This design comes from an exercise in tuning for small area on the open sky130 flow, not from production work. In this exercise RTL edits were held to simulation tests only and were not proved equivalent to the original. The clock port is modelled as an ideal driver, which makes a skipped or thinned clock tree look cheaper than it is; a real chip needs a root buffer or a tree.

== run 1 ==
// uart_axil_wrap
module uart_axil_wrap #
(
    parameter ADDR_WIDTH = 32,     
    parameter DATA_WIDTH = 32      
)
(
    input wire clk,
    input wire rstn,
    input wire [ADDR_WIDTH-1:0] s_axil_awaddr,
    input wire s_axil_awvalid,
    output wire s_axil_awready,
    input wire [DATA_WIDTH-1:0] s_axil_wdata,
    input wire s_axil_wvalid,
    output wire s_axil_wready,
    output wire [1:0] s_axil_bresp,
    output wire s_axil_bvalid,
    input wire s_axil_bready,
    input wire [ADDR_WIDTH-1:0] s_axil_araddr,
    input wire s_axil_arvalid,
    output wire s_axil_arready,
    output wire [DATA_WIDTH-1:0] s_axil_rdata,
    output wire [1:0] s_axil_rresp,
    output wire s_axil_rvalid,
    input wire s_axil_rready,
    output wire [7:0] uart_tx_data,
    output wire uart_tx_start,
    input wire [7:0] uart_rx_data,
    input wire uart_rx_valid,
    input wire uart_tx_busy
);
Settings: LEC_CHECK=0, CAP_MARGIN=20, CORE_MARGIN=2, CORE_UTILIZATION=65, PLACE_DENSITY=0.75, SLEW_MARGIN=20; clock period 4.0 ns.
standard.sh (not shown) runs the stock make flow with config.mk's settings and CLKGATE_MAP_FILE= SYNTH_SCRIPT=/design/flow/synth_recipe.tcl, a recipe that flattens the netlist after the stock synthesis.
==> flow/flow/run.sh <==
#!/bin/bash
# The standard ORFS layout (standard.sh) with these changes:
#  - synthesis maps logic with an area-oriented ABC script (flow/synth.tcl,
#    flow/abc.script);
#  - ports are buffered with buf_1 instead of the default buffer;
#  - one shared tie cell drives the constant outputs;
#  - the clock tree is one level of buffers placed by flow/cts_hook.tcl.
# All tool output goes to standard.log (and ORFS's own logs under orfs/).
set -e
here=$(pwd)
export MY_ABC_SCRIPT=$here/flow/abc.script
export CLK_GROUPS=${CLK_GROUPS:-3}
export CLK_BUF=${CLK_BUF:-sky130_fd_sc_hd__clkbuf_4}
bash standard.sh \
  SYNTH_SCRIPT=$here/flow/synth.tcl \
  "BUFFER_PORTS_ARGS=-buffer_cell sky130_fd_sc_hd__buf_1" \
  SKIP_REPAIR_TIE_FANOUT=1 \
  PRE_CTS_TCL=$here/flow/cts_hook.tcl \
  finish > standard.log 2>&1
==> flow/flow/cts_hook.tcl <==
# Sourced by ORFS's cts.tcl before clock tree synthesis (PRE_CTS_TCL).
# Replaces the H-tree with one level of clock buffers: the sinks are split
# into CLK_GROUPS groups by k-means on their placement and each group gets
# one CLK_BUF buffer at its centroid, driven straight from the clock port.

proc cluster_clock { netname k cell } {
  set block [ord::get_db_block]
  set net [$block findNet $netname]
  set dbu [$block getDbUnitsPerMicron]
  set pts {}
  foreach it [$net getITerms] {
    set bb [[$it getInst] getBBox]
    lappend pts [list [expr { ([$bb xMin] + [$bb xMax]) / 2.0 / $dbu }] \
      [expr { ([$bb yMin] + [$bb yMax]) / 2.0 / $dbu }] [$it getName]]
  }
  set srt [lsort -real -index 0 $pts]
  set n [llength $pts]
  set cs {}
  for { set i 0 } { $i < $k } { incr i } {
    set p [lindex $srt [expr { int(($i + 0.5) * $n / $k) }]]
    lappend cs [lrange $p 0 1]
  }
  for { set iter 0 } { $iter < 50 } { incr iter } {
    set groups [lrepeat $k {}]
    foreach p $pts {
      set best 0
      set bd 1e30
      for { set i 0 } { $i < $k } { incr i } {
        set c [lindex $cs $i]
        set d [expr { abs([lindex $p 0] - [lindex $c 0]) + abs([lindex $p 1] - [lindex $c 1]) }]
        if { $d < $bd } {
          set bd $d
          set best $i
        }
      }
      lset groups $best [concat [lindex $groups $best] [list $p]]
    }
    set cs {}
    foreach g $groups {
      set sx 0
      set sy 0
      foreach p $g {
        set sx [expr { $sx + [lindex $p 0] }]
        set sy [expr { $sy + [lindex $p 1] }]
      }
      set m [expr { max(1, [llength $g]) }]
      lappend cs [list [expr { $sx / $m }] [expr { $sy / $m }]]
    }
  }
  for { set i 0 } { $i < $k } { incr i } {
    set g [lindex $groups $i]
    if { [llength $g] == 0 } { continue }
    set pins {}
    foreach p $g { lappend pins [get_pins [lindex $p 2]] }
    puts "clock group $i: [llength $g] sinks at [lindex $cs $i]"
    insert_buffer -buffer_cell $cell -net $netname -load_pins $pins \
      -location [lindex $cs $i] -buffer_name clkbuf_leaf_$i -net_name clknet_leaf_$i
  }
}

proc clock_tree_synthesis { args } {
  cluster_clock clk $::env(CLK_GROUPS) $::env(CLK_BUF)
  set_propagated_clock [all_clocks]
}
Other scripts of this flow, unchanged in this note and not shown: flow/flow/abc.script, flow/flow/synth.tcl
Input changes introduced in run 2 (baseline for comparison: run 1):
-- flow/config.mk --
<<< run 1, line 8
export CAP_MARGIN = 20
export CORE_MARGIN = 2
export CORE_UTILIZATION = 65
export PLACE_DENSITY = 0.75
export SLEW_MARGIN = 20
>>> run 2, line 8
export CAP_MARGIN = 20
export CORE_MARGIN = 2
export CORE_UTILIZATION = 40
export SLEW_MARGIN = 20
--- outcome ---
Compared with run 1, run 2 shows worst hold slack lower by 0.024 ns. Looking at growth of design area from synthesis to finish across run 1 and run 2, the one that comes out higher is run 2. [run 2 vs run 1] combined global-route utilization of all metal layers: lower in run 2. Reported for run 1 and run 2, hold-fix buffer count after cts turned out identical to the last digit. In run 2, the half-perimeter wire length of the detailed placement result came out 17% below the value in run 1. Looking at final critical path time including I/O delays and setup, run 2 sits 0.076 ns lower than run 1 does. Run 2 has sequential share of layout area below what run 1 had. Run 1 -> run 2: cell depth of the worst flop-to-flop path delta 0, exact match. Worst slack at placement ends up higher on run 1. Note that the routed wire length recorded for run 1 amounts to 1.2 times the value seen in run 2.
Input-level comparison between run 3 and run 2:
-- flow/flow/run.sh --
<<< run 2, line 10
here=$(pwd)
export MY_ABC_SCRIPT=$here/flow/abc.script
export CLK_GROUPS=${CLK_GROUPS:-3}
export CLK_BUF=${CLK_BUF:-sky130_fd_sc_hd__clkbuf_4}
bash standard.sh \
  SYNTH_SCRIPT=$here/flow/synth.tcl \
>>> run 3, line 10
here=$(pwd)
export MY_ABC_SCRIPT=$here/flow/abc.script
export CLK_GROUPS=${CLK_GROUPS:-1}
export CLK_BUF=${CLK_BUF:-sky130_fd_sc_hd__clkbuf_8}
bash standard.sh \
  SYNTH_SCRIPT=$here/flow/synth.tcl \
-- flow/config.mk --
<<< run 2, line 8
export CAP_MARGIN = 20
export CORE_MARGIN = 2
export CORE_UTILIZATION = 40
export SLEW_MARGIN = 20
>>> run 3, line 8
export CAP_MARGIN = 20
export CORE_MARGIN = 2
export CORE_UTILIZATION = 75
export PLACE_DENSITY = 0.85
export SLEW_MARGIN = 20
[summary]
In the summary table, run 3 is marked failed, with error PPL-0024 raised in 3_2_place_iop.
Per the final summary, run 2 finished and its layout is clean on timing, DRC and antenna.
As far as post-synthesis cell area goes, run 3 and run 2 are indistinguishable; the numbers are identical.
As far as synthesized instance count goes, run 2 and run 3 are indistinguishable; the numbers are identical.
Delta (run 3 minus run 2): share of synthesized registers carrying an async set or reset level, synthesized area divided by synthesized cell count level.
Number of distinct library cells after synthesis came out exactly the same in run 2 and run 3.
Looking at die width, run 3 sits below run 2.
Taking run 3 as 1.0, run 2 lands at 1.3 on height of the die.
Number of synthesized flops with an enable pin came out exactly the same in run 2 and run 3.
Run 3 -> run 2: simple logic cell fraction of the synthesized area flat
Initial cell density of the core: run 2 and run 3 compared, higher one is run 3
[run 3 vs run 2] placement row count: lower in run 3
Changes in run 4 relative to run 3:
-- flow/flow/run.sh --
<<< run 3, line 10
here=$(pwd)
export MY_ABC_SCRIPT=$here/flow/abc.script
export CLK_GROUPS=${CLK_GROUPS:-1}
export CLK_BUF=${CLK_BUF:-sky130_fd_sc_hd__clkbuf_8}
bash standard.sh \
>>> run 4, line 10
here=$(pwd)
export MY_ABC_SCRIPT=$here/flow/abc.script
export CLK_GROUPS=${CLK_GROUPS:-2}
export CLK_BUF=${CLK_BUF:-sky130_fd_sc_hd__clkbuf_8}
bash standard.sh \
-- flow/config.mk --
<<< run 3, line 8
export CAP_MARGIN = 20
export CORE_MARGIN = 2
export CORE_UTILIZATION = 75
export PLACE_DENSITY = 0.85
export SLEW_MARGIN = 20
>>> run 4, line 8
export CAP_MARGIN = 20
export CORE_MARGIN = 2
export CORE_UTILIZATION = 40
export SLEW_MARGIN = 20
[summary]
- Reported for run 4 and run 3, post-synthesis share of cell area spent on and, or, nand and nor gates turned out identical to the last digit.
- Changes observed in run 4 relative to run 3: number of standard-cell rows in the floorplan higher, average instance area after synthesis roughly the same, initial standard-cell utilization of the core lower, horizontal extent of the die higher.
- Run 4 reached the end of the flow, and the finished layout is clean on the timing, DRC and antenna checks.
- Reported for run 4 and run 3, netlist area before placement turned out identical to the last digit.
In run 1, run 2 and run 4 the design's own scripts or RTL, not TritonCTS, make the clock network.

## afterwards: timing with drivers on the ports
Ports are ideal in the flow. The routed layouts listed here were re-timed in OpenROAD.
Step 1: set_driving_cell puts a clkbuf_16 on clk and a buf_2 on each other input, an assumption about the parent block.
Step 2 times the ports against the registers' clock, not the clock port: input delays grow and output delays shrink by t, the midpoint of the rising clock arrivals with the driver on.
Slacks: no drivers / after step 1 / after step 2; pairs: no drivers / after step 1.
run | t (ns) | slack for setup (ns) | hold slack, ns | latest minus earliest clock arrival (ns) | cell pins on the clock port's net
run 1 | 0.188 | 1.704 / 1.712 / 1.525 | 0.468 / 0.468 / 0.468 | 0.015 / 0.015 | 3
run 2 | 0.186 | 1.780 / 1.782 / 1.596 | 0.443 / 0.443 / 0.443 | 0.037 / 0.036 | 3
run 4 | 0.176 | 1.758 / 1.763 / 1.587 | 0.440 / 0.440 / 0.440 | 0.026 / 0.026 | 2
After both steps setup and hold are still met in every run listed. The setup slack of run 2, which loses most, moves by +0.002 ns with the drivers and by -0.184 ns with both steps.
